From an optimization exercise on the open Yosys and OpenROAD flow, aimed at small area, a short achievable clock period and few clock cycles per item; shortcuts taken in it are not production practice. Only simulation tests tie the RTL to the original design; equivalence was not proved. Power and IR drop assume default switching activity.

===== flow/config.mk =====
export PLATFORM = sky130hd
export DESIGN_NAME = matrix
export DESIGN_NICKNAME = matrix
export VERILOG_FILES = /design/flow/design.v
export SDC_FILE = /design/flow/constraint.sdc
export NUM_CORES = 4
export LEC_CHECK = 0
export CAP_MARGIN = 20
export CORE_MARGIN = 2
export CORE_UTILIZATION = 40
export SLEW_MARGIN = 20

===== flow/constraint.sdc =====
create_clock -name core_clock -period 5.0 [get_ports {clk}]
set_input_delay 1.0000 -clock core_clock [delete_from_list [all_inputs] [get_ports {clk}]]
set_output_delay 1.0000 -clock core_clock [all_outputs]
set_load 0.01 [all_outputs]

===== flow/design.v =====
`timescale 1ns / 1ps
module calc_frac_bits(
    input [9:0] Frac_in,
    output [3:0] Frac_out
    );
    reg [3:0] frac;
    assign Frac_out = frac;
    always @(*) begin
        if(Frac_in[9]) frac <= Frac_in[8:5];
        else if(Frac_in[8]) frac <= Frac_in[7:4];
        else if(Frac_in[7]) frac <= Frac_in[6:3];
        else if(Frac_in[6]) frac <= Frac_in[5:2];
        else if(Frac_in[5]) frac <= Frac_in[4:1];
        else frac <= Frac_in[3:0];
    end
endmodule
`timescale 1ns / 1ps
module mac(
    input Clk,
    input [7:0] Ain,
    input [7:0] B,
    input [7:0] C,
    input Reset,
    input Load,
    output Done,
    output [7:0] Aout
    );
    reg [4:0] ns;
    wire [3:0] cs = ns[3:0];
    reg stop;
    wire [3:0] frac_wire;
    wire [7:0]BC;
    reg [2:0]expB;
    reg [2:0]expC;
    reg [12:0] sum;
    reg [12:0] operand;
    reg [2:0] sum_exp;
    reg sum_sign_bit;
    reg [2:0] shift;
    reg [9:0] product;
    reg [3:0] exp_adder;
    reg sign_bit;
    reg [3:0]sum_frac;
    reg [7:0] result;
    calc_frac_bits fraction(product, frac_wire);
    assign BC = {sign_bit, exp_adder[2:0], frac_wire};
    assign Aout = result;
    assign Done = stop;
    always @(posedge Clk) begin
        if(Reset) begin
            product <= 0;
            result <= Ain;
            sum <= 0;
            sum_exp <= 0;
            sum_sign_bit <= 0;
            exp_adder <= 0;
            sign_bit <= 0;
            expB <= 0;
            expC <= 0;
            ns <= 0;
        end
        else begin
            case(cs)
            0: begin
                stop <= 1;
                if(Load) ns <= 1;
                else ns <= 0;
                end
            1: begin 
                stop <= 0;
                if(B == 0 || C== 0) begin
                    sign_bit <= 0;
                    exp_adder <= 0;
                    product <= 0;
                    ns <= 3;
                end
                else begin 
                    product <= {7'h1, B[3:0]} * {7'h1, C[3:0]};
                    expB <= B[6:4]- 3;
                    expC <= C[6:4]- 3;
                    sign_bit <= B[7] ^ C[7];
                    ns <= 2;
                end
                end
            2: begin  
                ns <= 3;
                exp_adder <= expB + expC + 3 + product[9];
                end
            3: begin
                if(result == 0) begin 
                    result <= BC;
                    ns <= 0;
                end
                else if(BC == 0) begin
                    result <= result;
                    ns <= 0;
                end
                else begin
                    if(result[6:4] > BC[6:4])begin
                        sum <= {2'b01, result[3:0], 7'h00};
                        operand <= {2'b01, BC[3:0], 7'h00};
                        shift <= result[6:4] - BC[6:4];
                        sum_sign_bit <= result[7];
                        sum_exp <= result[6:4];
                    end
                    else if(BC[6:4] > result[6:4]) begin
                        sum <= {2'b01, BC[3:0], 7'h00};
                        operand <= {2'b01, result[3:0], 7'h00};
                        shift <= BC[6:4] - result[6:4];
                        sum_sign_bit <= BC[7];
                        sum_exp <= BC[6:4];
                    end
                    else if(result[3:0] > BC[3:0])begin
                        sum <= {2'b01, result[3:0], 7'h00};
                        operand <= {2'b01, BC[3:0], 7'h00};
                        shift <= result[6:4] - BC[6:4];
                        sum_sign_bit <= result[7];
                        sum_exp <= result[6:4];
                    end
                    else begin
                        sum <= {2'b01, BC[3:0], 7'h00};
                        operand <= {2'b01, result[3:0], 7'h00};
                        shift <= BC[6:4] - result[6:4];
                        sum_sign_bit <= BC[7];
                        sum_exp <= BC[6:4];
                    end
                    ns <= 7;
                end
                end
            4: begin 
                sum <= sum + operand;
                ns <= 6;
                end
            5: begin 
                sum <= sum - operand;
                ns <= 6;
                end
            6: begin 
                if(sum[12]) begin 
                    sum_exp <= sum_exp + 1;
                    sum_frac <= sum[11:8];
                end
                else if(sum[11]) begin
                    sum_exp <= sum_exp;
                    sum_frac <= sum[10:7];
                end
                else if(sum[10]) begin
                    sum_exp <= sum_exp - 1;
                    sum_frac <= sum[9:6];
                end
                else if(sum[9]) begin
                    sum_exp <= sum_exp - 2;
                    sum_frac <= sum[8:5];
                end
                else begin
                    sum_exp <= sum_exp - 3;
                    sum_frac <= sum[7:4];
                end
                ns <= 8;
                end
            7: begin 
                operand <= operand >> shift;
                if(result[7] == BC[7]) ns <= 4;
                else ns <= 5;
                end   
            8: begin 
                result <= {sum_sign_bit, sum_exp, sum_frac};
                ns <= 0;
            end
            default: begin
                ns <= 0;
                end
            endcase
        end
    end
endmodule
`timescale 1ns / 1ps
module matrix(
    input clk,
    input [7:0] A00,
    input [7:0] A01,
    input [7:0] A02,
    input [7:0] A10,
    input [7:0] A11,
    input [7:0] A12,
    input [7:0] A20,
    input [7:0] A21,
    input [7:0] A22,
    input [7:0] B00,
    input [7:0] B01,
    input [7:0] B02,
    input [7:0] B10,
    input [7:0] B11,
    input [7:0] B12,
    input [7:0] B20,
    input [7:0] B21,
    input [7:0] B22,
    output[7:0] Out00,
    output[7:0] Out01,
    output[7:0] Out02,
    output[7:0] Out10,
    output[7:0] Out11,
    output[7:0] Out12,
    output[7:0] Out20,
    output[7:0] Out21,
    output[7:0] Out22,
    input Reset,
    input Load,
    output reg Done
    );
    wire [7:0] Aout;
    reg [7:0] B_00;
    reg [7:0] B_01;
    reg [7:0] B_02;
    reg [7:0] B_10;
    reg [7:0] B_11;
    reg [7:0] B_12;
    reg [7:0] B_20;
    reg [7:0] B_21;
    reg [7:0] B_22;
    reg [7:0] C_00;
    reg [7:0] C_01;
    reg [7:0] C_02;
    reg [7:0] C_10;
    reg [7:0] C_11;
    reg [7:0] C_12;
    reg [7:0] C_20;
    reg [7:0] C_21;
    reg [7:0] C_22;
    reg [8:0] load_mac;
    wire [8:0] done_mac;
    reg [3:0] cs;
    reg [3:0] ns;
    reg [3:0] rs;
    mac mac_00(.Clk(clk), .Ain(8'd0), .B(B_00), .C(C_00), .Reset(Reset), .Load(load_mac[0]), .Done(done_mac[0]), .Aout(Out00));
    mac mac_01(.Clk(clk), .Ain(8'd0), .B(B_01), .C(C_01), .Reset(Reset), .Load(load_mac[1]), .Done(done_mac[1]), .Aout(Out01));
    mac mac_02(.Clk(clk), .Ain(8'd0), .B(B_02), .C(C_02), .Reset(Reset), .Load(load_mac[2]), .Done(done_mac[2]), .Aout(Out02));
    mac mac_10(.Clk(clk), .Ain(8'd0), .B(B_10), .C(C_10), .Reset(Reset), .Load(load_mac[3]), .Done(done_mac[3]), .Aout(Out10));
    mac mac_11(.Clk(clk), .Ain(8'd0), .B(B_11), .C(C_11), .Reset(Reset), .Load(load_mac[4]), .Done(done_mac[4]), .Aout(Out11));
    mac mac_12(.Clk(clk), .Ain(8'd0), .B(B_12), .C(C_12), .Reset(Reset), .Load(load_mac[5]), .Done(done_mac[5]), .Aout(Out12));
    mac mac_20(.Clk(clk), .Ain(8'd0), .B(B_20), .C(C_20), .Reset(Reset), .Load(load_mac[6]), .Done(done_mac[6]), .Aout(Out20));
    mac mac_21(.Clk(clk), .Ain(8'd0), .B(B_21), .C(C_21), .Reset(Reset), .Load(load_mac[7]), .Done(done_mac[7]), .Aout(Out21));
    mac mac_22(.Clk(clk), .Ain(8'd0), .B(B_22), .C(C_22), .Reset(Reset), .Load(load_mac[8]), .Done(done_mac[8]), .Aout(Out22));
    always @(*) begin
        ns = cs;
        load_mac = 9'b000000000;
        Done = (cs == 4'd0);
        if(Reset) begin
            ns = 4'd0;
        end
        else begin
            case(cs)
            0: ns = Load ? 4'd1 : 4'd0;
            1: begin
                load_mac = 9'b000000001;
                ns = 4'd8;
            end
            2: begin
                load_mac = 9'b000001011;
                ns = 4'd8;
            end
            3: begin
                load_mac = 9'b001011111;
                ns = 4'd8;
            end
            4: begin
                load_mac = 9'b011111110;
                ns = 4'd8;
            end
            5: begin
                load_mac = 9'b111110100;
                ns = 4'd8;
            end
            6: begin
                load_mac = 9'b110100000;
                ns = 4'd8;
            end
            7: begin
                load_mac = 9'b100000000;
                ns = 4'd8;
            end
            8: ns = 4'd9;
            9: ns = (done_mac == 9'h1FF) ? rs : 4'd9;
            default: ns = 4'd0;
            endcase
        end
    end
    always @(posedge clk) begin
        cs <= ns;
        case(cs)
            1: begin
                B_00 <= A00;
                C_00 <= B00;
                rs <= 4'd2;
            end
            2: begin
                B_00 <= B10;
                C_00 <= A01;
                B_01 <= B01;
                C_01 <= A00;
                B_10 <= B00;
                C_10 <= A10;
                rs <= 4'd3;
            end
            3: begin
                B_00 <= B20;
                C_00 <= A02;
                B_01 <= B11;
                C_01 <= A01;
                B_10 <= B10;
                C_10 <= A11;
                B_02 <= B02;
                C_02 <= A00;
                B_11 <= B01;
                C_11 <= A10;
                B_20 <= B00;
                C_20 <= A20;
                rs <= 4'd4;
            end
            4: begin
                B_01 <= B21;
                C_01 <= A02;
                B_10 <= B20;
                C_10 <= A12;
                B_02 <= B12;
                C_02 <= A01;
                B_11 <= B11;
                C_11 <= A11;
                B_20 <= B10;
                C_20 <= A21;
                B_12 <= B02;
                C_12 <= A10;
                B_21 <= B01;
                C_21 <= A20;
                rs <= 4'd5;
            end
            5: begin
                B_02 <= B22;
                C_02 <= A02;
                B_11 <= B21;
                C_11 <= A12;
                B_20 <= B20;
                C_20 <= A22;
                B_12 <= B12;
                C_12 <= A11;
                B_21 <= B11;
                C_21 <= A21;
                B_22 <= B02;
                C_22 <= A20;
                rs <= 4'd6;
            end
            6: begin
                B_12 <= B22;
                C_12 <= A12;
                B_21 <= B21;
                C_21 <= A22;
                B_22 <= B12;
                C_22 <= A21;
                rs <= 4'd7;
            end
            7: begin
                B_22 <= B22;
                C_22 <= A22;
                rs <= 4'd0;
            end
            default: ;
        endcase
    end
endmodule

===== flow/run.sh =====
#!/bin/bash
# synth_recipe.tcl (not shown) runs the flow's synth.tcl, then flattens the netlist and writes it again
# the make line also repeats each setting of config.mk as NAME=value (left out here)
make -C /OpenROAD-flow-scripts/flow DESIGN_CONFIG=/design/flow/config.mk WORK_HOME=/design/flow/orfs CLKGATE_MAP_FILE= SYNTH_SCRIPT=/design/flow/synth_recipe.tcl finish

==> run summary <==
==> stage by stage <==
stage	hold slack [ns]	utilization	worst slack [ns]
final	0.4521	0.4494	0.9150
after global placement	0.4292	0.4279	1.079
after floorplan	0.4203	-	0.8887
after detailed placement	0.4452	0.4279	0.9766
after CTS	0.4539	0.4491	0.9286
after global routing	0.4692	0.4493	0.6182
==> kinds of logic (layout without fill, tap and decap cells) <==
logic type	Yosys count	in the layout	synth area share
other	0	5	0
buffers and inverters	908	988	0.05987
and+or+nand+nor	2230	2230	0.1841
xor gates and xnor gates	291	291	0.04340
DFF	781	781	0.3235
muxes	328	328	0.06662
adders and majority gates	558	558	0.1338
AOI/OAI and AO/OA	1673	1673	0.1887
==> cell usage in the layout (no fill, tap or decap), types with 65 or more instances in the layout <==
cell / count
nor4_1: 71
dfxtp_1: 444
xor2_1: 81
ha_1: 441
nor3_1: 153
nor2_1: 601
a22oi_1: 151
and2_1: 123
a211oi_1: 65
clkdlybuf4s50_1: 218
a21oi_1: 593
o21ai_0: 259
nand3_1: 178
inv_1: 519
mux2i_1: 230
nand2_1: 609
nor2b_1: 87
edfxtp_1: 336
clkbuf_16: 101
xnor2_1: 210
fa_1: 117
and3_1: 79
==> final timing paths <==
| path | from | endpoint | slack [ns] | cells past startpoint |
|---|---|---|---|---|
| min | mac_01.product[0] | mac_01.product[0] | 0.45 | 2 |
| max | C_21[3] | mac_21.product[9] | 0.91 | 13 |
| min reg2reg | mac_01.product[0] | mac_01.product[0] | 0.45 | 2 |
| max reg2reg | C_21[3] | mac_21.product[9] | 0.91 | 13 |
==> critical path: stages (launching register included) <==
cell and delay, ns:
edfxtp_1 0.49, and2_1 0.23, fa_1 0.50, inv_1 0.05, fa_1 0.50, fa_1 0.52
inv_1 0.05, ha_1 0.32, a21oi_1 0.22, o21bai_1 0.11, a2111oi_0 0.56, nor3_1 0.09
nand4b_1 0.19, a21oi_1 0.19
==> cell type report <==
type | instances | area, sq um
clock inverters | 36 | 269.0
repair buffers | 282 | 2695
fillers | 14220 | 80250
multi-input cells | 5080 | 36310
inverters | 527 | 1978
diodes | 5 | 12.51
flip-flops and latches | 781 | 19000
well taps | 1917 | 2399
clock buffers | 143 | 2829
==> metal layers <==
| layer | share of wire | vias up | wire [um] | GRT usage |
|---|---|---|---|---|
| met5 | 0.0011 | - | 194 | 0 |
| met3 | 0.068 | 228 | 11490 | 0.03723 |
| met4 | 0.022 | 30 | 3700 | 0.05959 |
| met2 | 0.45 | 1393 | 75810 | 0.3481 |
| met1 | 0.46 | 23940 | 78230 | 0.3081 |
| li1 | - | 24390 | - | - |
==> power by group <==
| group | internal (mW) | switching, mW | total [mW] |
|---|---|---|---|
| sequential | 6.72 | 0.128 | 6.85 |
| combinational | 0.718 | 0.997 | 1.72 |
| clock | 4.01 | 2.92 | 6.93 |
| total | 11.4 | 4.04 | 15.5 |
==> impl_metrics.ini <==
[sta]
worstMarginPinSlew_ns = 1.087
skew_ns = 0.04517
fin_setup_tns_ns = 0
setup_viol = 0
layout_min_cycle_time_ns = 4.085
finalMaxSlewViolations = 0
finalHoldViolations = 0
slew_headroom = 0.2735
rsz0062_at_grt = false
fmax_mhz = 244.8
fin_crit_sh = 0.8170

[final_layout]
area_growth_pct = 11.52
nets = 7473
fin_area_sq_mm = 0.06549
layout.cells.non_filler = 8771
drive_gt1_frac = 0.06453

[placed_design]
portBuffers = 219
hpwl_um = 127000
dp.cells = 8586
placed_area_sq_mm = 0.06236
place_congestion = 0.9044

[routing]
firstDrtPassIters = 8
drc = 0
num_vias = 49980
via_per_inst = 5.698
wirelength_um = 169400
ant_nets = 0
avgRoutedWirePerCell_um = 19.32
drt_iter0_drc = 4015

[cts]
cts.clk_slew.worst_paths_ns = 0.06
clock_latency_ns = 0.71
clkSinkCount = 781
cts_root_buffer = clkbuf_16
cts_tree = yes
numCtsBuffers = 96
ctsHoldBuffers = 0
clockBufferDepth = 3
htree_levels = 3
cts_resized = 0
postCtsSetupBuffers = 0

[synthesis]
yosys.area.top_type = edfxtp_1
yosysSeqAreaShare = 0.3235
yosysWarnings = 3
synth_fp_nets = 7474
syn_avg_cell_area_sq_um = 8.676
ys_async_sr_fraction = 0
yosysMostFrequentCell = nand2_1
yosys.area.top_type_share = 0.1718
synth_area_leaders = edfxtp_1 17%, dfxtp_1 15%, ha_1 9.4%, a21oi_1 5.1%, fa_1 4.0%
synth-seq-cells = 781
synth_cell_type_count = 114
synth_edf_count = 336
synthCells = 6769
ys.flop_type = dfxtp_1
synth.cell_area_sq_mm = 0.05873
synth_common_cells = 610 x nand2_1, 604 x nor2_1, 593 x a21oi_1

[global_route]
grt.total_usage = 0.2198
grt_pass1_wl_um = 268700
grt_max_degree = 108
overflow = 0
antenna_found_initial = 29
grt_pass1_vias = 47870

[critical_path]
worst-setup-path-type = flop to flop
cp_max_fo = 6
cp-end-kind = flop
cp.required_ns = 5.63
critPathArrivalTime_ns = 4.71
cp-start-kind = flop

[pwr]
ir_drop_uv = 233.1
power.total_mw = 15.49
leakage_nw = 25.28
powerDensity_mw_per_mm2 = 236.6

[run]
cap_violations = 0

[hold_path]
min_path_type = flop to flop

[floorplan]
fp.dieH_um = 387.2
core_region_area_sq_mm = 0.1457
num_rows = 140
start_util = 0.4030
dieArea_sq_mm = 0.1499
pin_count = 220
fp.dieW_um = 387.2

[run_status]
outcome = no timing/DRC/antenna violations
Testbench counts, summed over its fixed seeds: cycles 9,048, items 128.

[static timing again, ports no longer ideal]
No port has a modelled driver above. Below, the same layout with a new extraction and two added sets of constraints. Step 1 sets driving cells, clkbuf_16 on the clock port and buf_2 on the other inputs (assumed; they add their load-dependent delay and slew). Step 2 moves the port delays by t, midway between the first and last clock arrival at a register: inputs arrive t later, outputs are due t later. That takes back most of the time a late clock gives input paths. a / b / c = no drivers / after step 1 / after step 2; a / b = the first two.
t, ns: 0.762
setup slack, ns: 0.915 / 0.915 / 0.915
worst setup path after step 2: register to register
After both steps setup and hold are still met in this run. For this run, drivers alone change the setup slack by 0.000 ns; drivers and shift together by 0.000 ns.
